Background: an optimization exercise with open tools, aiming at small area, a short achievable clock period and few clock cycles. Do not read the settings as production practice.
In this exercise RTL edits were held to simulation tests only and were not proved equivalent to the original.
Power is estimated from default activity; no workload was simulated.

[flow/design.v]
module fadder(
  input [WIDTH-1 : 0] a,
  input [WIDTH - 1 : 0] b,
  input sub_enable,
  input carry_in,
  output [WIDTH - 1 : 0] res,
  output carry_out);
  parameter WIDTH = 8;
  wire [WIDTH - 1 : 0] carry;
  wire [WIDTH - 1 : 0] b_in;
  assign carry_out = carry[WIDTH-1];
  assign b_in = sub_enable ? ~(b) : b;
  genvar i;
  generate
    for (i = 0; i < WIDTH; i = i + 1) begin
      if (i == 0) begin
        assign res[i] = (a[i] ^ b_in[i]) ^ carry_in;
        assign carry[i] = ((a[i] ^ b_in[i]) & carry_in) | (a[i] & b_in[i]);
      end else begin
        assign res[i] = (a[i] ^ b_in[i]) ^ carry[i-1];
        assign carry[i] = ((a[i] ^ b_in[i]) & carry[i-1]) | (a[i] & b_in[i]);
      end
    end
  endgenerate
endmodule
module shl8(
  input [7 : 0] a,
  input [2 : 0] shift,
  output [7 : 0] res,
  output carry);
  assign {carry, res} = (shift == 3'b000) ? {1'b0, a} :
                        (shift == 3'b001) ? {a[7 : 0], {1'b0}}:
                        (shift == 3'b010) ? {a[6 : 0], {2'b0}}:
                        (shift == 3'b011) ? {a[5 : 0], {3'b0}}:
                        (shift == 3'b100) ? {a[4 : 0], {4'b0}}:
                        (shift == 3'b101) ? {a[3 : 0], {5'b0}}:
                        (shift == 3'b110) ? {a[2 : 0], {6'b0}}:
                        {a[1 : 0], {7'b0}};
endmodule
module mul4x4(
  input [3 : 0] a,
  input [3 : 0] b,
  output [7 : 0] res);
  wire [2 : 0] shift_carry, sum_carry;
  wire [7 : 0] a0, a1, a2, a3, sum0, sum1;
  assign a0 = {4'b0, b[0] ? a : {3'b0}};
  shl8 shifta1(
    .a({4'b0, b[1] ? a : {3'b0}}),
    .shift(3'b001),
    .res(a1),
    .carry(shift_carry[0]));
  shl8 shifta2(
    .a({4'b0, b[2] ? a : {3'b0}}),
    .shift(3'b010),
    .res(a2),
    .carry(shift_carry[1]));
  shl8 shifta3(
    .a({4'b0, b[3] ? a : {3'b0}}),
    .shift(3'b011),
    .res(a3),
    .carry(shift_carry[2]));
  fadder #(.WIDTH(8)) adder1(
    .a(a0),
    .b(a1),
    .sub_enable(1'b0),
    .carry_in(1'b0),
    .res(sum0),
    .carry_out(sum_carry[0]));
  fadder #(.WIDTH(8)) adder2(
    .a(sum0),
    .b(a2),
    .sub_enable(1'b0),
    .carry_in(1'b0),
    .res(sum1),
    .carry_out(sum_carry[1]));
  fadder #(.WIDTH(8)) adder3(
    .a(sum1),
    .b(a3),
    .sub_enable(1'b0),
    .carry_in(1'b0),
    .res(res),
    .carry_out(sum_carry[2]));
endmodule
module alu(
  input [WIDTH-1 : 0] a,
  input [WIDTH-1 : 0] b,
  input mul_enable,
  input sub_enable,
  input shift_enable,
  input [2 : 0] shift_pos,
  output [WIDTH-1 : 0] result,
  output carry_out);
  parameter WIDTH = 8;
  wire [WIDTH-1 : 0] adder_res;
  wire adder_carry;
  wire [7 : 0] shift_res;
  wire shift_carry;
  wire [7: 0] mul_res;
  assign result = (mul_enable) ? mul_res :
                  (shift_enable) ? shift_res :
                  (adder_res);
  assign carry_out = (shift_enable) ? shift_carry :
                     adder_carry;
  fadder #(.WIDTH(WIDTH)) ripple_adder(
    .a(a),
    .b(b),
    .sub_enable(sub_enable),
    .carry_in(sub_enable),
    .res(adder_res),
    .carry_out(adder_carry));
  shl8 left_shift(
    .a(a),
    .shift(shift_pos),
    .res(shift_res),
    .carry(shift_carry));
  mul4x4 multiply(a[3:0], a[7:4], mul_res);
endmodule
module pcounter(
  input rst,
  input clk,
  input enable,
  input jump,
  input out_enable,
  input [ADDRESS_WIDTH-1 : 0] bus_in,
  output [ADDRESS_WIDTH-1 : 0] bus_out);
  parameter ADDRESS_WIDTH = 4;
  reg [ADDRESS_WIDTH-1 : 0] counter;
  assign bus_out = (out_enable) ? counter : 0;
  always @(posedge clk) begin
    if (rst) begin
      counter <= 0;
    end else begin
      if (enable) begin
        counter <= counter + 1;
      end else if (jump) begin
        counter <= bus_in;
      end
    end
  end
endmodule
module ram(
  input clk,
  input enable,
  input write_enable,
  input [WIDTH-1 : 0] addr,
  input [WIDTH-1 : 0] data_in,
  output [WIDTH-1 : 0] data_out);
  parameter ADDRESS_WIDTH = 4;
  parameter WIDTH = 8;
  parameter MEMORY_SIZE = 1 << ADDRESS_WIDTH;
  reg [WIDTH-1 : 0] mem [0 : MEMORY_SIZE-1];
  assign data_out = (enable) ? mem[addr] : {WIDTH{1'b0}};
  always @(posedge clk) begin
    if (write_enable) begin
      mem[addr] <= data_in;
    end
  end
endmodule
module cpu(
  input clk,
  input rst,                 
  input prog_we,             
  input [3 : 0] prog_addr,   
  input [7 : 0] prog_data,   
  input out_ready,           
  output out_valid,          
  output [7 : 0] out_data,   
  output halted);            
  localparam INSTR_SIZE = 4;
  localparam WIDTH = 8;
  localparam ADDRESS_WIDTH = WIDTH - INSTR_SIZE;
  localparam NOP = 4'b0000;  
  localparam LDA = 4'b0001;  
  localparam ADD = 4'b0010;  
  localparam SUB = 4'b0011;  
  localparam STA = 4'b0100;  
  localparam OUT = 4'b0101;  
  localparam JMP = 4'b0110;  
  localparam LDI = 4'b0111;  
  localparam JC  = 4'b1000;  
  localparam SHLA= 4'b1001;  
  localparam MULA= 4'b1010;  
  localparam HLT = 4'b1111;  
  localparam j   = 0;   
  localparam co  = 1;   
  localparam ce  = 2;   
  localparam oi  = 3;   
  localparam su  = 4;   
  localparam ao  = 5;   
  localparam io  = 6;   
  localparam ro  = 7;   
  localparam ri  = 8;   
  localparam mi  = 9;   
  localparam she = 10;  
  localparam mul = 11;  
  localparam SIG_COUNT = mul + 1;
  localparam STAGE_T0 = 0;
  localparam STAGE_T1 = 1;
  localparam STAGE_T2 = 2;
  localparam STAGE_T3 = 3;
  localparam STAGE_T4 = 4;
  localparam STAGE_COUNT = STAGE_T4 + 1;
  localparam STAGE_WIDTH = $clog2(STAGE_COUNT);
  wire rstn = !rst;
  reg [WIDTH-1 : 0] ir;                
  reg [SIG_COUNT-1 : 0] ctrl_reg;      
  reg [STAGE_WIDTH-1 : 0] stage_reg;   
  reg [WIDTH-1 : 0] reg_a;             
  reg [WIDTH-1 : 0] reg_b;             
  reg carry_status;
  wire [WIDTH-1 : 0] alu_out;          
  wire alu_carry;                     
  wire [ADDRESS_WIDTH-1 : 0] pc_in;    
  wire [ADDRESS_WIDTH-1 : 0] pc_out;  
  wire [WIDTH-1 : 0] mem_in;           
  wire [WIDTH-1 : 0] mem_out;         
  wire [WIDTH-1 : 0] mem_addr;        
  wire ram_we;                         
  wire [WIDTH-1 : 0] ram_addr;        
  wire [WIDTH-1 : 0] ram_data_in;     
  pcounter #(.ADDRESS_WIDTH(ADDRESS_WIDTH)) pc(
    .rst(!rstn),
    .clk(clk),
    .enable(ctrl_reg[ce]),
    .jump(ctrl_reg[j]),
    .out_enable(ctrl_reg[co]),
    .bus_in(pc_in),
    .bus_out(pc_out));
  alu #(.WIDTH(WIDTH)) alu(
    .a(reg_a),
    .b(reg_b),
    .mul_enable(ctrl_reg[mul]),
    .sub_enable(ctrl_reg[su]),
    .shift_enable(ctrl_reg[she]),
    .shift_pos(ir[2 : 0]),
    .result(alu_out),
    .carry_out(alu_carry));
  ram #(.WIDTH(WIDTH),.ADDRESS_WIDTH(ADDRESS_WIDTH)) memory(
    .clk(clk),
    .enable(ctrl_reg[ro]),
    .write_enable(ram_we),
    .addr(ram_addr),
    .data_in(ram_data_in),
    .data_out(mem_out));
  assign out_valid = ctrl_reg[oi];
  assign out_data = reg_a;
  assign halted = (stage_reg == STAGE_COUNT);
  assign ram_we = prog_we || ctrl_reg[ri];
  assign ram_addr = prog_we ? {{(WIDTH-ADDRESS_WIDTH){1'b0}}, prog_addr} : mem_addr;
  assign ram_data_in = prog_we ? prog_data : mem_in;
  assign pc_in = (ctrl_reg[j] && ctrl_reg[io]) ? ir[ADDRESS_WIDTH-1 : 0] : 0;
  assign mem_addr = (ctrl_reg[mi] && ctrl_reg[io]) ? ir[ADDRESS_WIDTH-1 : 0] :
                    (ctrl_reg[mi] && ctrl_reg[co]) ? pc_out : 0;
  assign mem_in = (ctrl_reg[ri] && ctrl_reg[ao]) ? reg_a : 0;
  always @(posedge clk) begin
    if (rstn) begin
      case (stage_reg)
        STAGE_T0: begin
          ctrl_reg <= (1 << ro) | (1 << mi) | (1 << co);
          stage_reg <= STAGE_T1;
        end
        STAGE_T1: begin
          ctrl_reg <= 1 << ce;
          ir <= mem_out;
          stage_reg <= STAGE_T2;
        end
        STAGE_T2: begin
          case (ir[WIDTH-1 : ADDRESS_WIDTH])
            MULA: begin
              ctrl_reg <= (1 << mul);
              stage_reg <= STAGE_T3;
            end
            SHLA: begin
              ctrl_reg <= (1 << she);
              stage_reg <= STAGE_T3;
            end
            LDA: begin
              ctrl_reg <= (1 << ro) | (1 << mi) | (1 << io);
              stage_reg <= STAGE_T3;
            end
            STA: begin
              ctrl_reg <= (1 << ri) | (1 << ao) | (1 << mi) | (1 << io);
              stage_reg <= STAGE_T0;
            end
            ADD: begin
              ctrl_reg <= (1 << ro) | (1 << mi) | (1 << io);
              stage_reg <= STAGE_T3;
            end
            SUB: begin
              ctrl_reg <= (1 << ro) | (1 << mi) | (1 << io);
              stage_reg <= STAGE_T3;
            end
            OUT: begin
              ctrl_reg <= 1 << oi;
              stage_reg <= STAGE_T3;
            end
            JMP: begin
              ctrl_reg <= (1 << j) | (1 << io);
              stage_reg <= STAGE_T0;
            end
            JC:  begin
              if (carry_status) begin
                ctrl_reg <= (1 << j) | (1 << io);
              end else begin
                ctrl_reg <= 0;
              end
              stage_reg <= STAGE_T0;
            end
            LDI: begin
              ctrl_reg <= 0;
              reg_a <= {4'b0, ir[3 : 0]};
              stage_reg <= STAGE_T0;
            end
            NOP: begin
              ctrl_reg <= 0;
              stage_reg <= STAGE_T0;
            end
            HLT: begin
              ctrl_reg <= 0;
              stage_reg <= STAGE_COUNT;
            end
            default: begin
              stage_reg <= STAGE_COUNT;
            end
          endcase
        end
        STAGE_T3: begin
          case (ir[WIDTH-1 : ADDRESS_WIDTH])
            MULA: begin
              reg_a <= alu_out;
              carry_status <= alu_carry;
              stage_reg <= STAGE_T0;
            end
            SHLA: begin
              reg_a <= alu_out;
              carry_status <= alu_carry;
              stage_reg <= STAGE_T0;
            end
            LDA: begin
              reg_a <= mem_out;
              stage_reg <= STAGE_T0;
            end
            ADD: begin
              ctrl_reg <= 0;
              reg_b <= mem_out;
              stage_reg <= STAGE_T4;
            end
            SUB: begin
              ctrl_reg <= 1 << su;
              reg_b <= mem_out;
              stage_reg <= STAGE_T4;
            end
            OUT: begin
              if (out_ready) begin
                ctrl_reg <= 0;
                stage_reg <= STAGE_T0;
              end else begin
                stage_reg <= STAGE_T3;
              end
            end
            default: begin
              stage_reg <= STAGE_COUNT;
            end
          endcase
        end
        STAGE_T4: begin
          case (ir[WIDTH-1 : ADDRESS_WIDTH])
            ADD: begin
              reg_a <= alu_out;
              carry_status <= alu_carry;
              stage_reg <= STAGE_T0;
            end
            SUB: begin
              reg_a <= alu_out;
              stage_reg <= STAGE_T0;
            end
            default: begin
              stage_reg <= STAGE_COUNT;
            end
          endcase
        end
        default: begin
          stage_reg <= STAGE_COUNT;
        end
      endcase
    end else begin
      ir <= 0;
      carry_status <= 0;
      ctrl_reg <= 0;
      reg_a <= 0;
      reg_b <= 0;
      stage_reg <= STAGE_T0;
    end
  end
endmodule
[flow/run.sh]
#!/bin/bash
# synth_recipe.tcl (not shown) runs the flow's synth.tcl, then flattens the netlist and writes it again
# the make line also repeats each setting of config.mk as NAME=value (left out here)
make -C /OpenROAD-flow-scripts/flow DESIGN_CONFIG=/design/flow/config.mk WORK_HOME=/design/flow/orfs CLKGATE_MAP_FILE= SYNTH_SCRIPT=/design/flow/synth_recipe.tcl finish
[flow/config.mk]
export PLATFORM = sky130hd
export DESIGN_NAME = cpu
export DESIGN_NICKNAME = cpu
export VERILOG_FILES = /design/flow/design.v
export SDC_FILE = /design/flow/constraint.sdc
export NUM_CORES = 4
export LEC_CHECK = 0
export CAP_MARGIN = 20
export CORE_MARGIN = 2
export CORE_UTILIZATION = 40
export SLEW_MARGIN = 20
[flow/constraint.sdc]
create_clock -name core_clock -period 5.0 [get_ports {clk}]
set_input_delay 1.0000 -clock core_clock [delete_from_list [all_inputs] [get_ports {clk}]]
set_output_delay 1.0000 -clock core_clock [all_outputs]
set_load 0.01 [all_outputs]
==> run notes <==
[kinds of logic (layout without fill, tap and decap cells)]
logic type               after synthesis  after routing  synth area share, %
adder cells (fa/ha/maj)               20             20                 4.28
AND/OR/NAND/NOR                      228            228                 14.2
flip-flops                           171            171                 55.5
multiplexers                          10             10                 1.36
buffers and inverters                 85            121                 4.51
AO/OA/AOI/OAI                        228            228                 19.0
XOR/XNOR                              11             11                 1.14
[worst max-delay path by stage]
stage                                from                    end  slack [ns]  cells after the start
floorplan           reg_a[1]$_SDFFE_PP0P_  reg_a[7]$_SDFFE_PP0P_        0.38                     16
detailed placement  reg_a[1]$_SDFFE_PP0P_  reg_a[7]$_SDFFE_PP0P_        0.56                     14
global placement    reg_a[4]$_SDFFE_PP0P_  reg_a[7]$_SDFFE_PP0P_        0.68                     14
finish              reg_a[1]$_SDFFE_PP0P_  reg_a[7]$_SDFFE_PP0P_        0.57                     14
CTS                 reg_a[1]$_SDFFE_PP0P_  reg_a[7]$_SDFFE_PP0P_        0.54                     14
global route        reg_a[1]$_SDFFE_PP0P_  reg_a[7]$_SDFFE_PP0P_        0.34                     14
[through the flow]
step | utilization, % | power (mW) | hold slack (ns)
after floorplan | - | 1.79 | 0.450
after global placement | 43.3 | 1.88 | 0.474
after detailed placement | 43.4 | 1.88 | 0.480
after CTS | 46.4 | 3.24 | 0.492
after global routing | 46.5 | 3.33 | 0.520
final | 46.5 | 3.23 | 0.495
[placed cells by master (no fill, tap or decap), types with 4 or more instances in the layout]
cell / instances
nor2_1: 42
o21ai_1: 5
nand2b_1: 11
o32ai_1: 8
a221oi_1: 5
nand3_1: 5
xnor2_1: 4
mux2i_1: 7
a31o_1: 6
and2_1: 11
clkdlybuf4s50_1: 24
nand4_1: 8
nor2b_1: 8
edfxtp_1: 128
o21bai_1: 5
o21ai_0: 34
inv_8: 4
nor3b_1: 6
fa_1: 15
xor2_1: 7
a21oi_1: 33
nand2_1: 66
or3_1: 7
o22ai_1: 47
inv_6: 4
buf_4: 34
dfxtp_1: 43
a31oi_1: 11
nor4_1: 4
a211o_1: 4
clkbuf_16: 17
nand3b_1: 6
inv_1: 29
nor3_1: 28
a22oi_1: 16
ha_1: 5
[report_power, final]
| group | total [mW] | internal, mW | switching, mW | leakage, nW |
|---|---|---|---|---|
| registers | 1.58 | 1.55 | 0.0336 | 1.52 |
| clock network | 1.37 | 0.765 | 0.603 | 0.306 |
| logic | 0.276 | 0.0953 | 0.180 | 1.41 |
[cell type report]
cell class / count / area share [%]
sequential: 171 / 48.4
multi-input combinational: 497 / 35.1
timing repair buffer: 60 / 5.44
clock buffer: 17 / 4.38
tap: 275 / 3.54
clock inverter: 15 / 2.01
inverter: 29 / 1.12
[worst max-delay path, cell delays in order, from the launching register on]
cell and delay, ns:
dfxtp_1 0.33, buf_4 0.21, nand2_1 0.10, fa_1 0.42, fa_1 0.48, inv_1 0.05
fa_1 0.43, fa_1 0.49, inv_1 0.06, fa_1 0.43, fa_1 0.39, fa_1 0.38
a22oi_1 0.20, a31oi_1 0.12, a221oi_2 0.25
[per-layer routing]
layer,share of wire [%],global-route usage [%],vias to the layer above
met1,44,27.7,3091
met3,5.9,4.70,28
met4,1.5,4.90,0
met2,49,32.8,239
met5,0,0,-
li1,-,-,2922
==> run notes <==
* Status: finished clean
* Leakage dissipation at ~3.2 nW
* Global-route wire length before repair at 34,000 microns
* Crit. End Element: flip-flop
* Post-synth top area cell: edfxtp_1
* H-Tree Depth at 4
* Synth area leaders: edfxtp_1 45%, dfxtp_1 10%, fa_1 3.5%
* Setup slack after layout at between 0.5 and 0.6 ns
* Number of global-route vias before repair at just under 6,000
* Port bufs at 25
* DP HPWL at 15,400 microns
* RSZ-0062 raised after global routing: false
* Area of the mapped netlist at 8480 sq um
* Crit Path Category: reg2reg
* Worst Hold Depth at 2
* Period utilisation layout at between 80% and 90%
* Hold Path End: carry_status$_SDFFE_PP0P_
* Post-CTS sizing at 0
* Final #Nets at 812
* Total gr overflow at 0
* Pre-antenna DRT Iters at 5
* Synth Warn # at 3
* Post-route DRC violation count at 0
* Core box area at 20,900 sq um
* Placed Area at about 9000 sq um
* Max transition margin at a little under two fifths
* DR iter-0 viols at 581
* Total track usage at about a fifth
* Crit path DAT at 4.77 ns
* Antenna violations before repair at 0
* Hold Path Class: reg2reg
* Initial core utilization at approximately two fifths
* Worst Tran Pin Value at 0.941 ns
* Setup bufs post-CTS at 0
* Post-placement cell count at a little over 1,000
* Area Overhead vs Synth at 14.5%
* GP Congestion at 0.849
* Antenna-violating nets left at 0
* Flops & latches, synth at 171
* I/O pin count at 26
* Fmax at 226 MHz
* # setup viols final at 0
* CTS Hold Buffers Added at 0
* Post-synthesis net count at 789
* Total Die Area at between 20,000 and 25,000 sq um
* Fraction of layout cells with a size suffix above 1 at 12.7%
* Post-route cell area at between 9000 and 10,000 sq um
* Min Tclk post-route at 4.43 ns
* Max-cap violations at 0
* Min-delay src: carry_status$_SDFFE_PP0P_
* Power per cell area at 332 nW/um^2
* Clk sinks at around 170
* Worst Reg-to-Reg Cells at 14
* Synth unique cells at 84
* Synth Flop Type: edfxtp_1
* CP required at 5.34 ns
* DIE WIDTH at 150 microns
* Asr flop ratio synth at 0%
* Post-placement setup slack at 0.562 ns
* EDFF count, synth at 128
* Vias at 6,280
* Register Area at 4700 sq um
* Cells after Synth at 753
* Antenna diodes at 0
* DR vias/cell at 5.90
* Seq/Total Area, Yosys at between 50% and 60%
* Post-DR wirelength/cell at 21.0 microns
* Max reg flops at 128
* Num rows at 53
* RR Endpoint: reg_a[7]$_SDFFE_PP0P_
* Post-synth top area share at 45.3%
* # fillers at 1,935
* Maximum VDD drop at about 380 uV
* Count leader, synth: edfxtp_1
* Die Ht at ~150 microns
* Setup_tns at 0 ns
* Root Buffer: clkbuf_16
* Max FO, Critical Path at 13
* Area of the multi-input gates at between 3000 and 4000 sq um
* CTS tree: yes
* Synth Area per Inst at 11.3 sq um
* Largest net degree at the start of global routing at 50
* Final-report max-slew violation count at 0
* Critical Path Start Type: flip-flop
* CTS clk-pin slew, worst paths at 0.07 ns
* Clock latency (worst-skew pair) at 0.43 ns
* Non-filler instance count after layout at 1,064
* Final hold viol count at 0
* CTS Buf Count at 17
* Synth top cells by count: 128 x edfxtp_1, 66 x nand2_1, 47 x o22ai_1
* CTS Buffer Depth at 2
* Clk_skew at 0.0159 ns
* Post-Route WL at between 20,000 and 25,000 microns
* Internal reg-to-reg setup slack at 0.57 ns
* Worst r2r src: reg_a[1]$_SDFFE_PP0P_
Testbench counts, summed over its fixed seeds: cycles 27,501.

separate check: timing with driven ports:
Ports are ideal in the flow. The routed layout listed here was re-timed in OpenROAD.
Step 1 assumes that a clkbuf_16 drives the clock port and a buf_2 every other input.
Step 2 adds t to the input delays and takes it off the output delays; t is the mean of the earliest and latest rising clock arrival at the registers after step 1. Input paths then give back, and output paths get back, about the clock's delay inside the block.
a / b / c = ideal ports / drivers / drivers and shift; a / b = the first two.
t, ns: 0.467
slack for setup (ns): 0.566 / 0.566 / 0.566
pins driven straight from the clock port: 1
After both steps this run still meets setup and hold. For this run, drivers alone change the setup slack by 0.000 ns; drivers and shift together by 0.000 ns.
